From an optimization exercise on the open Yosys and OpenROAD flow, aimed at small area; shortcuts taken in it are not production practice.
Function was checked by simulation only, so behaviour that the tests miss may differ from the original.
Power and IR drop assume default switching activity.

## run D
Design test_lcd_ctrl, start of the top module:
module test_lcd_ctrl(
    input wire clk, input wire rst, output wire redled, output wire dbg_l2, output wire dbg_l3, output wire dbg_l4,
    input wire pSetButton, input wire pAlarmButton, input wire pTimerToggle0, input wire pTimerToggle1,
    input wire pButton0, input wire pButton1, input wire pButton2,
    output wire RS, output wire E, output wire RW,
    output wire LCD_DB0,
    output wire LCD_DB1,
    output wire LCD_DB2,
    output wire LCD_DB3,
    output wire LCD_DB4,
    output wire LCD_DB5,
    output wire LCD_DB6,
    output wire LCD_DB7,
    output wire buzzer
);
    wire [6:0] pin = ~{pButton0, pButton1, pButton2, pSetButton, pAlarmButton, pTimerToggle0, pTimerToggle1};
    reg [3:0] bcnt;
    reg [6:0] smp;
    reg [6:0] rise;
    always @(posedge clk) begin
        if (rst) begin
            bcnt <= 4'd1; smp <= 0; rise <= 0;
        end else if (bcnt == 4'd7) begin
            bcnt <= 4'd1; smp <= pin; rise <= pin & ~smp;
        end else bcnt <= {bcnt[2:0], bcnt[3] ^ bcnt[2]};
    end
    wire act = (bcnt == 4'd1);
    wire pul = (bcnt == 4'd2);
    wire b1 = pul & rise[6];
    wire b2 = pul & rise[5];
  ...
==> flow/config.mk <==
export PLATFORM = sky130hd
export DESIGN_NAME = test_lcd_ctrl
export DESIGN_NICKNAME = test_lcd_ctrl
export VERILOG_FILES = /design/flow/design.v
export SDC_FILE = /design/flow/constraint.sdc
export NUM_CORES = 4
export LEC_CHECK = 0
export ABC_AREA = 1
export CAP_MARGIN = 20
export CORE_MARGIN = 2
export CORE_UTILIZATION = 65
export SLEW_MARGIN = 20
==> flow/constraint.sdc <==
create_clock -name core_clock -period 10.0 [get_ports {clk}]
set_input_delay 2.0000 -clock core_clock [delete_from_list [all_inputs] [get_ports {clk}]]
set_output_delay 2.0000 -clock core_clock [all_outputs]
set_load 0.01 [all_outputs]
standard.sh (not shown) runs the stock make flow with config.mk's settings and CLKGATE_MAP_FILE= SYNTH_SCRIPT=/design/flow/synth_recipe.tcl, a recipe that flattens the netlist after the stock synthesis.
==> flow/flow/run.sh <==
#!/bin/bash
# Layout flow: the standard synthesis, then the combinational logic between
# the flip-flops re-mapped by ABC for area (flip-flops, their names and cells
# untouched; the result is proved equivalent before it is used), then the
# standard floorplan, placement, CTS (without dummy loads), routing and finish.
# Each tool's output goes to a log file of its own in this folder.
set -euo pipefail
W=$(pwd)
F=$W/flow
R=$W/orfs/results/${FLOW_PLATFORM}/test_lcd_ctrl/base
LIB=$FLOW_HOME/platforms/${FLOW_PLATFORM}/lib/sky130_fd_sc_hd__tt_025C_1v80.lib
YOSYS=$FLOW_HOME/../tools/install/yosys/bin/yosys
[[ -x $YOSYS ]] || YOSYS=$(command -v yosys)

bash standard.sh synth > $W/log_1_standard_synth.txt 2>&1

cp $R/1_2_yosys.v $W/synth_std.v
DU=""
for c in $(grep -oE "sky130_fd_sc_hd__(probe|lpflow)[a-z0-9_]*" $FLOW_HOME/platforms/${FLOW_PLATFORM}/config.mk | sort -u); do
  DU="$DU -dont_use $c"
done
echo "module sky130_fd_sc_hd__dfxtp_1(input CLK, input D, output Q); endmodule" > $W/ff_stub.v
cat > $W/resyn1.ys <<EOS
read_liberty -ignore_miss_func $LIB
read_verilog $W/synth_std.v
delete sky130_fd_sc_hd__dfxtp_1
read_verilog -lib $W/ff_stub.v
hierarchy -top $FLOW_TOP
flatten
opt -purge
abc -liberty $LIB $DU -script +strash;&get,-n;&deepsyn,-T,${DEEPSYN_T:-60};&put;dch,-f;map,-a;
opt_clean -purge
write_verilog -noattr -nohex -nodec $W/resyn_mid.v
EOS
cat > $W/resyn2.ys <<EOS
read_liberty -lib $LIB
read_verilog $W/resyn_mid.v
hierarchy -top $FLOW_TOP
splitnets
opt_clean -purge
hilomap -singleton -hicell sky130_fd_sc_hd__conb_1 HI -locell sky130_fd_sc_hd__conb_1 LO
insbuf -buf sky130_fd_sc_hd__buf_2 A X
check -assert -mapped
tee -o $W/resyn_stat.txt stat -liberty $LIB
write_verilog -noattr -nohex -nodec $W/synth_resyn.v
EOS
cat > $W/equiv.ys <<EOS
read_liberty -ignore_miss_func $LIB
read_verilog $W/std_cut.v
rename $FLOW_TOP gold
read_verilog $W/resyn_cut.v
rename $FLOW_TOP gate
hierarchy -check
flatten gold gate
opt_clean gold gate
miter -equiv -flatten -make_assert gold gate miter
hierarchy -top miter
sat -verify -prove-asserts miter
EOS
use=0
if $YOSYS -q $W/resyn1.ys > $W/log_2_resyn1.txt 2>&1 \
   && $YOSYS -q $W/resyn2.ys > $W/log_3_resyn2.txt 2>&1 \
   && python3 $F/cutff.py $W/synth_std.v $W/std_cut.v $W/ff_std.txt > $W/log_4_cut.txt 2>&1 \
   && python3 $F/cutff.py $W/synth_resyn.v $W/resyn_cut.v $W/ff_resyn.txt >> $W/log_4_cut.txt 2>&1 \
   && cmp -s $W/ff_std.txt $W/ff_resyn.txt \
   && [[ $(grep -c "sky130_fd_sc_hd__df" $W/synth_std.v) == $(grep -c "sky130_fd_sc_hd__df" $W/synth_resyn.v) ]] \
   && $YOSYS -q $W/equiv.ys > $W/log_5_equiv.txt 2>&1; then
  use=1
fi
echo "resynthesised netlist used: $use" | tee $W/log_6_choice.txt
if [[ $use == 1 ]]; then
  cp $W/synth_resyn.v $R/1_2_yosys.v
  rm -f $R/1_synth.odb $R/1_synth.sdc
fi

# CTS without dummy loads; the clustering settings are in cts_args.txt
export CTS_ARGS="$(cat $F/cts_args.txt)"
bash standard.sh finish > $W/log_7_standard_finish.txt 2>&1
Other scripts of this flow, unchanged in this note and not shown: flow/flow/cts_args.txt, flow/flow/cutff.py
Here is what was changed in the inputs of run C compared with run D.
--- a/flow/flow/run.sh
+++ b/flow/flow/run.sh
@@ -29,5 +29,5 @@
 flatten
 opt -purge
-abc -liberty $LIB $DU -script +strash;&get,-n;&deepsyn,-T,${DEEPSYN_T:-60};&put;dch,-f;map,-a;
+abc -liberty $LIB $DU -script +strash;dc2;&get,-n;&deepsyn,-T,60;&put;dch,-f;&get,-n;&nf,-R,1000;&put;
 opt_clean -purge
 write_verilog -noattr -nohex -nodec $W/resyn_mid.v
@@ -76,3 +76,5 @@
 # CTS without dummy loads; the clustering settings are in cts_args.txt
 export CTS_ARGS="$(cat $F/cts_args.txt)"
+# every port still gets its own buffer, the smallest one
+export BUFFER_PORTS_ARGS="-buffer_cell sky130_fd_sc_hd__buf_1"
 bash standard.sh finish > $W/log_7_standard_finish.txt 2>&1
[summary]
Of the two values seen for capturing instance or port of the critical path, u_aset.m2[2] was produced by run C and tm[0] by run D. Between run D and run C, the max-slew violation total from the final report figures differ only marginally. Changes observed in run C relative to run D: routed wire length down about 9%; routed via count down 993. Compared with run D, run C shows power density relative to cell area higher by about 4%. Compared with run D, in run C total power now larger; share of total power in combinational logic comparable.

* * *

Another version of the RTL of test_lcd_ctrl (not shown whole).
For scale: about 0.011 mm² of cells after synthesis.
export LEC_CHECK = 0
export ABC_AREA = 1
export CAP_MARGIN = 10
export CORE_MARGIN = 2
export CORE_UTILIZATION = 75
export SLEW_MARGIN = 10
create_clock -name core_clock -period 10.0 [get_ports {clk}]
==> flow/flow/run.sh <==
#!/bin/bash
# Layout flow: the standard synthesis, then the combinational logic between
# the flip-flops re-mapped by ABC for area (flip-flops, their names and cells
# untouched; the result is proved equivalent before it is used), then the
# standard floorplan, placement, CTS (without dummy loads), routing and finish.
# Each tool's output goes to a log file of its own in this folder.
set -euo pipefail
W=$(pwd)
F=$W/flow
R=$W/orfs/results/${FLOW_PLATFORM}/test_lcd_ctrl/base
LIB=$FLOW_HOME/platforms/${FLOW_PLATFORM}/lib/sky130_fd_sc_hd__tt_025C_1v80.lib
YOSYS=$FLOW_HOME/../tools/install/yosys/bin/yosys
[[ -x $YOSYS ]] || YOSYS=$(command -v yosys)

bash standard.sh synth > $W/log_1_standard_synth.txt 2>&1

cp $R/1_2_yosys.v $W/synth_std.v
DU=""
for c in $(grep -oE "sky130_fd_sc_hd__(probe|lpflow)[a-z0-9_]*" $FLOW_HOME/platforms/${FLOW_PLATFORM}/config.mk | sort -u); do
  DU="$DU -dont_use $c"
done
echo "module sky130_fd_sc_hd__dfxtp_1(input CLK, input D, output Q); endmodule" > $W/ff_stub.v
cat > $W/resyn1.ys <<EOS
read_liberty -ignore_miss_func $LIB
read_verilog $W/synth_std.v
delete sky130_fd_sc_hd__dfxtp_1
read_verilog -lib $W/ff_stub.v
hierarchy -top $FLOW_TOP
flatten
opt -purge
abc -liberty $LIB $DU -script +strash;dc2;&get,-n;&deepsyn,-T,180;&put;dch,-f;&get,-n;&nf,-R,1000;&put;strash;dch,-f;&get,-n;&nf,-R,1000;&put;strash;dch,-f;&get,-n;&nf,-R,1000;&put;
opt_clean -purge
write_verilog -noattr -nohex -nodec $W/resyn_mid.v
EOS
cat > $W/resyn2.ys <<EOS
read_liberty -lib $LIB
read_verilog $W/resyn_mid.v
hierarchy -top $FLOW_TOP
splitnets
opt_clean -purge
hilomap -singleton -hicell sky130_fd_sc_hd__conb_1 HI -locell sky130_fd_sc_hd__conb_1 LO
insbuf -buf sky130_fd_sc_hd__buf_2 A X
check -assert -mapped
tee -o $W/resyn_stat.txt stat -liberty $LIB
write_verilog -noattr -nohex -nodec $W/synth_resyn.v
EOS
cat > $W/equiv.ys <<EOS
read_liberty -ignore_miss_func $LIB
read_verilog $W/std_cut.v
rename $FLOW_TOP gold
read_verilog $W/resyn_cut.v
rename $FLOW_TOP gate
hierarchy -check
flatten gold gate
opt_clean gold gate
miter -equiv -flatten -make_assert gold gate miter
hierarchy -top miter
sat -verify -prove-asserts miter
EOS
use=0
if $YOSYS -q $W/resyn1.ys > $W/log_2_resyn1.txt 2>&1 \
   && $YOSYS -q $W/resyn2.ys > $W/log_3_resyn2.txt 2>&1 \
   && python3 $F/cutff.py $W/synth_std.v $W/std_cut.v $W/ff_std.txt > $W/log_4_cut.txt 2>&1 \
   && python3 $F/cutff.py $W/synth_resyn.v $W/resyn_cut.v $W/ff_resyn.txt >> $W/log_4_cut.txt 2>&1 \
   && cmp -s $W/ff_std.txt $W/ff_resyn.txt \
   && [[ $(grep -c "sky130_fd_sc_hd__df" $W/synth_std.v) == $(grep -c "sky130_fd_sc_hd__df" $W/synth_resyn.v) ]] \
   && $YOSYS -q $W/equiv.ys > $W/log_5_equiv.txt 2>&1; then
  use=1
fi
echo "resynthesised netlist used: $use" | tee $W/log_6_choice.txt
if [[ $use == 1 ]]; then
  cp $W/synth_resyn.v $R/1_2_yosys.v
  rm -f $R/1_synth.odb $R/1_synth.sdc
fi

# CTS without dummy loads; the clustering settings are in cts_args.txt
export CTS_ARGS="$(cat $F/cts_args.txt)"
# every port still gets its own buffer, the smallest one
export BUFFER_PORTS_ARGS="-buffer_cell sky130_fd_sc_hd__buf_1"
bash standard.sh finish > $W/log_7_standard_finish.txt 2>&1
Other scripts of this flow, unchanged in this note and not shown: flow/flow/cts_args.txt, flow/flow/cutff.py
The starting point went through all stages and came out clean.
Next try:
--- a/flow/flow/run.sh
+++ b/flow/flow/run.sh
@@ -31 +31 @@
-abc -liberty $LIB $DU -script +strash;dc2;&get,-n;&deepsyn,-T,180;&put;dch,-f;&get,-n;&nf,-R,1000;&put;strash;dch,-f;&get,-n;&nf,-R,1000;&put;strash;dch,-f;&get,-n;&nf,-R,1000;&put;
+abc -liberty $LIB $DU -script +strash;dc2;&get,-n;&deepsyn,-T,180;&put;dch,-f;&get,-n;&nf,-R,1000;&put;
Routed wire length increases by 2.1%.
Via count stays flat.
Non-clock buffer count went up by 1.
Combinational power climbs by 19%.
Cell area hardly moves.
Maximum frequency falls by 6.8%.
Utilization hardly moves.
Total power climbs by 2.1%.
Setup slack got worse by 0.33 ns.

## port drivers added, routing unchanged
How much do the figures lean on ideal ports? The routed layouts below were timed once more, with nothing changed but the port constraints.
Step 1 assumes that a clkbuf_16 drives the clock port and a buf_2 every other input.
Step 2, shift: input delay + t, output delay - t, t = (earliest + latest rising clock arrival at the registers) / 2. This alone moves slack from input paths to output paths.
Three values: ideal ports, drivers, drivers and shift; two values: the first two.
run | shift t [ns] | setup slack, ns | clock arrival spread, ns | worst data-port slew with drivers (ns) | pins driven straight from the clock port
run D | 0.578 | 4.697 / 4.717 / 4.139 | 0.101 / 0.100 | 0.07 | 1
run C | 0.572 | 4.923 / 4.945 / 4.373 | 0.103 / 0.102 | 0.03 | 1
the first run of note 2 | 0.561 | 5.386 / 5.386 / 5.198 | 0.049 / 0.049 | 0.04 | 1
the second run of note 2 | 0.562 | 5.052 / 5.052 / 5.007 | 0.049 / 0.049 | 0.03 | 1
After both steps every run listed still meets setup and hold. For run D, which loses most, drivers alone change the setup slack by +0.020 ns; drivers and shift together by -0.558 ns.
